From an optimization exercise on the open Yosys and OpenROAD flow, aimed at small area, a short achievable clock period and few clock cycles; shortcuts taken in it are not production practice. The RTL was checked by simulation tests, not by an equivalence proof against the original design. Power is estimated from default activity; no workload was simulated.

== v26 ==
==> flow/design.v <==
module CORDIC_angles_ROM_comb (
    input  wire [3:0]  which_angle,
    input  wire        hyp,
    output wire [15:0] angle_out
);
    wire [3:0]  i = which_angle;
    wire [15:0] tbl =
        (i == 4'd0) ? 16'b0011001001000100 :                                    
        (i == 4'd1) ? (hyp ? 16'b0010001100101000 : 16'b0001110110101100) :     
        (i == 4'd2) ? (hyp ? 16'b0001000001011001 : 16'b0000111110101110) :     
        (i == 4'd3) ? (hyp ? 16'b0000100000001011 : 16'b0000011111110101) :     
                      (hyp ? 16'b0000010000000001 : 16'b0000001111111111);      
    wire [3:0]  p = 4'd14 - i;
    assign angle_out = (i < 4'd5) ? tbl : (16'd1 << p);
endmodule
module CORDIC_iteration (
    input  [15:0] x, y, z,
    input  [15:0] x_s, y_s,
    input  [15:0] delta_z,
    input         sigma,      
    input         hyp,
    output [15:0] next_x, next_y, next_z
);
    wire sub_x = sigma ^ hyp;
    bk_add16 ax (.a(x), .b(y_s ^ {16{sub_x}}),  .ci(sub_x),  .s(next_x));
    bk_add16 ay (.a(y), .b(x_s ^ {16{~sigma}}), .ci(~sigma), .s(next_y));
    bk_add16 az (.a(z), .b(delta_z ^ {16{sigma}}), .ci(sigma), .s(next_z));
endmodule
module bk_add16 (
    input  [15:0] a, b,
    input         ci,
    output [15:0] s
);
    wire [15:0] p = a ^ b;
    wire [15:0] g0 = a & b;
    wire [15:0] g = {g0[15:1], g0[0] | (p[0] & ci)};
    wire g10 = g[1] | p[1] & g[0],     p10 = p[1] & p[0];
    wire g32 = g[3] | p[3] & g[2],     p32 = p[3] & p[2];
    wire g54 = g[5] | p[5] & g[4],     p54 = p[5] & p[4];
    wire g76 = g[7] | p[7] & g[6],     p76 = p[7] & p[6];
    wire g98 = g[9] | p[9] & g[8],     p98 = p[9] & p[8];
    wire gba = g[11] | p[11] & g[10],  pba = p[11] & p[10];
    wire gdc = g[13] | p[13] & g[12],  pdc = p[13] & p[12];
    wire g30 = g32 | p32 & g10,        p30 = p32 & p10;
    wire g74 = g76 | p76 & g54,        p74 = p76 & p54;
    wire gb8 = gba | pba & g98,        pb8 = pba & p98;
    wire g70 = g74 | p74 & g30;
    wire [14:0] c;
    assign c[0]  = g[0];
    assign c[1]  = g10;
    assign c[3]  = g30;
    assign c[7]  = g70;
    assign c[11] = gb8 | pb8 & c[7];
    assign c[5]  = g54 | p54 & c[3];
    assign c[9]  = g98 | p98 & c[7];
    assign c[13] = gdc | pdc & c[11];
    assign c[2]  = g[2] | p[2] & c[1];
    assign c[4]  = g[4] | p[4] & c[3];
    assign c[6]  = g[6] | p[6] & c[5];
    assign c[8]  = g[8] | p[8] & c[7];
    assign c[10] = g[10] | p[10] & c[9];
    assign c[12] = g[12] | p[12] & c[11];
    assign c[14] = g[14] | p[14] & c[13];
    assign s = p ^ {c, ci};
endmodule
module CORDIC (
    input             clk,
    input             rst_n,
    input             start,
    input      [1:0]  mode_in,
    input             rot_in,
    input      [4:0]  s,
    input      [15:0] A,
    input      [15:0] B,
    output     [15:0] out1,
    output     [15:0] out2,
    output     [1:0]  status,
    output reg        done
);
    localparam signed [15:0] K_INV_Q = 16'sd9949;
    localparam signed [15:0] K_HYP   = 16'b0100110101001000;
    reg  [1:0] mode;
    reg        rot;
    reg        busy, fin;
    reg  [3:0] cnt;
    reg  [3:0] k;
    reg  signed [15:0] x, y, z;
    wire lin  = (mode == 2'b01);
    wire hyp  = (mode == 2'b10);
    wire circ = (mode == 2'b00);
    reg        rep;
    wire [3:0] sh = cnt;
    function [3:0] msb_abs;
        input [15:0] v;
        reg [15:0] u, c;
        reg t;
        integer i;
        begin
            u = v ^ {16{v[15]}};
            t = v[15];
            for (i = 0; i < 16; i = i + 1) begin
                c[i] = u[i] | t;
                t = t & u[i];
            end
            msb_abs = 4'd0;
            for (i = 0; i < 16; i = i + 1)
                if (c[i]) msb_abs = i[3:0];
        end
    endfunction
    wire [3:0] msb_b = msb_abs(B);
    wire [3:0] msb_a = msb_abs(A);
    wire [4:0] k_mul = ({1'b0, msb_b} > s) ? ({1'b0, msb_b} - s) : 5'd0;
    wire [3:0] k_div = (msb_b > msb_a) ? (msb_b - msb_a) : 4'd0;
    wire [3:0] k_new = rot_in ? k_mul[3:0] : k_div;
    wire pre = (cnt == 4'd15);
    function [15:0] rev16;
        input [15:0] v;
        integer i;
        begin
            for (i = 0; i < 16; i = i + 1) rev16[i] = v[15 - i];
        end
    endfunction
    wire signed [15:0] x_s = x >>> sh;
    wire        [15:0] ysh_in = busy ? y : rev16(y);
    wire        [3:0]  ysh_amt = (pre | ~busy) ? k : sh;
    wire        [31:0] ysh_ext = {{16{busy & y[15]}}, ysh_in} >> ysh_amt;
    wire        [15:0] y_s = ysh_ext[15:0];
    wire [15:0] ang;
    CORDIC_angles_ROM_comb angles_rom (.which_angle(sh), .hyp(hyp), .angle_out(ang));
    wire [3:0] kk  = rot ? 4'd0 : k;
    wire [5:0] e   = {1'b0, s} + {2'b0, kk} - {2'b0, sh};
    wire [15:0] alpha = (({1'b0, sh} <= s) && (e < 6'd16)) ? (16'd1 << e[3:0]) : 16'd0;
    wire [15:0] dz = lin ? alpha : ang;
    wire sigma = rot ? ~z[15] : y[15];
    wire [15:0] nx, ny, nz;
    CORDIC_iteration iter_stage (
        .x(x), .y(y), .z(z), .x_s(x_s), .y_s(y_s), .delta_z(dz),
        .sigma(sigma), .hyp(hyp),
        .next_x(nx), .next_y(ny), .next_z(nz)
    );
    wire last = (cnt == 4'd11);
    always @(posedge clk) begin
        if (!rst_n) begin
            busy <= 1'b0;
            fin  <= 1'b0;
            done <= 1'b0;
        end else begin
            done <= busy & last;
            if (start) begin
                busy <= 1'b1;
                fin  <= 1'b0;
            end else if (busy & last) begin
                busy <= 1'b0;
                fin  <= 1'b1;
            end
        end
    end
    always @(posedge clk) begin
        if (start) begin
            mode <= mode_in;
            rot  <= rot_in;
            k    <= k_new;
            cnt  <= (mode_in == 2'b01) ? 4'd15 :
                    (mode_in == 2'b10) ? 4'd1 : 4'd0;
            rep  <= 1'b0;
            case (mode_in)
                2'b00: begin
                    x <= rot_in ? K_INV_Q : A;
                    y <= rot_in ? 16'd0 : B;
                    z <= rot_in ? A : 16'd0;
                end
                2'b01: begin
                    x <= A;
                    y <= B;
                    z <= 16'd0;
                end
                2'b10: begin
                    x <= rot_in ? K_HYP : A;
                    y <= rot_in ? 16'd0 : B;
                    z <= rot_in ? A : 16'd0;
                end
                default: begin
                    x <= 16'd0;
                    y <= 16'd0;
                    z <= 16'd0;
                end
            endcase
        end else if (busy) begin
            if (hyp && cnt == 4'd4 && !rep)
                rep <= 1'b1;
            else
                cnt <= cnt + 4'd1;
            if (pre) begin
                y <= rot ? 16'd0 : y_s;
                z <= rot ? y_s : 16'd0;
            end else if (mode != 2'b11) begin
                if (!lin) x <= nx;
                y <= ny;
                z <= nz;
            end
        end
    end
    assign out1   = lin ? (rot ? rev16(y_s) : z) : x;
    assign out2   = (rot ^ lin) ? y : z;
    assign status = {fin, busy};
endmodule
`default_nettype none
module tqvp_CORDIC (
    input         clk,
    input         rst_n,
    input  [7:0]  ui_in,
    output [7:0]  uo_out,
    input [5:0]   address,
    input [31:0]  data_in,
    input [1:0]   data_write_n,
    input [1:0]   data_read_n,
    output [31:0] data_out,
    output        data_ready,
    output        user_interrupt
);
    reg  [15:0] A, B;
    reg  [4:0]  shift;
    wire [15:0] out1, out2;
    wire [1:0]  status;
    wire        done;
    wire wr    = (data_write_n != 2'b11);
    wire wr_hi = (data_write_n[1] != data_write_n[0]);
    wire start = wr && (address == 6'h0) && data_in[0];
    always @(posedge clk) begin
        if (!rst_n) begin
            A     <= 16'd0;
            B     <= 16'd0;
            shift <= 5'd11;
        end else begin
            if (address == 6'h1 && wr)    A[7:0]  <= data_in[7:0];
            if (address == 6'h1 && wr_hi) A[15:8] <= data_in[15:8];
            if (address == 6'h2 && wr)    B[7:0]  <= data_in[7:0];
            if (address == 6'h2 && wr_hi) B[15:8] <= data_in[15:8];
            if (address == 6'h3 && wr)    shift   <= data_in[4:0];
        end
    end
    CORDIC cordic_module (
        .clk(clk), .rst_n(rst_n),
        .start(start), .mode_in(data_in[2:1]), .rot_in(data_in[3]),
        .s(shift), .A(A), .B(B),
        .out1(out1), .out2(out2), .status(status), .done(done)
    );
    wire hi0   = (address[5:3] == 3'b000);
    wire sel0  = hi0 & (address[2:0] == 3'b000);
    wire sel45 = hi0 & (address[2:1] == 2'b10);
    wire sel6  = hi0 & (address[2:0] == 3'b110);
    wire [15:0] out12 = address[0] ? out2 : out1;
    assign data_out = ({32{sel0}} & 32'hbadcaffe) |
                      {16'b0, {16{sel45}} & out12} |
                      {30'b0, {2{sel6}} & status};
    assign data_ready     = 1'b1;
    assign user_interrupt = done;
    assign uo_out         = {6'b0, status};
    wire _unused = &{data_read_n, ui_in, data_in[31:16], 1'b0};
endmodule
Settings: LEC_CHECK=0, ABC_AREA=1, CAP_MARGIN=20, CORE_MARGIN=2, CORE_UTILIZATION=60, SETUP_SLACK_MARGIN=5, SLEW_MARGIN=20, TNS_END_PERCENT=100; clock period 12.0 ns.
standard.sh (not shown) runs the stock make flow with config.mk's settings and CLKGATE_MAP_FILE= SYNTH_SCRIPT=/design/flow/synth_recipe.tcl, a recipe that flattens the netlist after the stock synthesis.
==> flow/flow/run.sh <==
#!/bin/bash
set -euo pipefail
bash standard.sh SETUP_SLACK_MARGIN=6 finish > flow_make.log 2>&1
Testbench counts of v26, summed over its fixed seeds: cycles 29,352.
Edits applied to the flow inputs when going from v26 to v5:
- CORE_UTILIZATION: 60 -> 40
Summary of the comparison: worst path setup slack after routing is lower in v5, relative to v26.
v5 finished end to end and its layout was clean on timing, DRC and antenna.
Area after synthesis: v5 vs v26 identical
Sequential share of layout area: v5 vs v26 — no meaningful difference
v5 vs v26, instance count: v5 higher
Height of the die sits higher in v5 than in v26.
Comparing v26 and v5, the lower relative contribution of the clock network to total power was measured on v5.
Sequential power delta (v5 -> v26): insignificant

re-timing with driven ports:
No port has a modelled driver above. Below, the same layouts with a new extraction and two added sets of constraints.
Step 1, drivers: a clkbuf_16 drives clk and a buf_2 each remaining input, both assumed.
Step 2 also shifts input and output timing later by t, the mid clock arrival at the registers, as if the neighbouring blocks saw the same clock.
Slacks: no drivers / after step 1 / after step 2; pairs: no drivers / after step 1.
| run | shift t [ns] | slack for setup (ns) | worst register clock-pin slew, ns |
|---|---|---|---|
| v26 | 0.405 | 5.995 / 5.964 / 5.964 | 0.08 / 0.08 |
| v5 | 0.416 | 5.869 / 5.837 / 5.837 | 0.08 / 0.08 |
After both steps every run listed still meets setup and hold. The setup slack of v5, which loses most, moves by -0.032 ns with the drivers and by -0.032 ns with both steps.
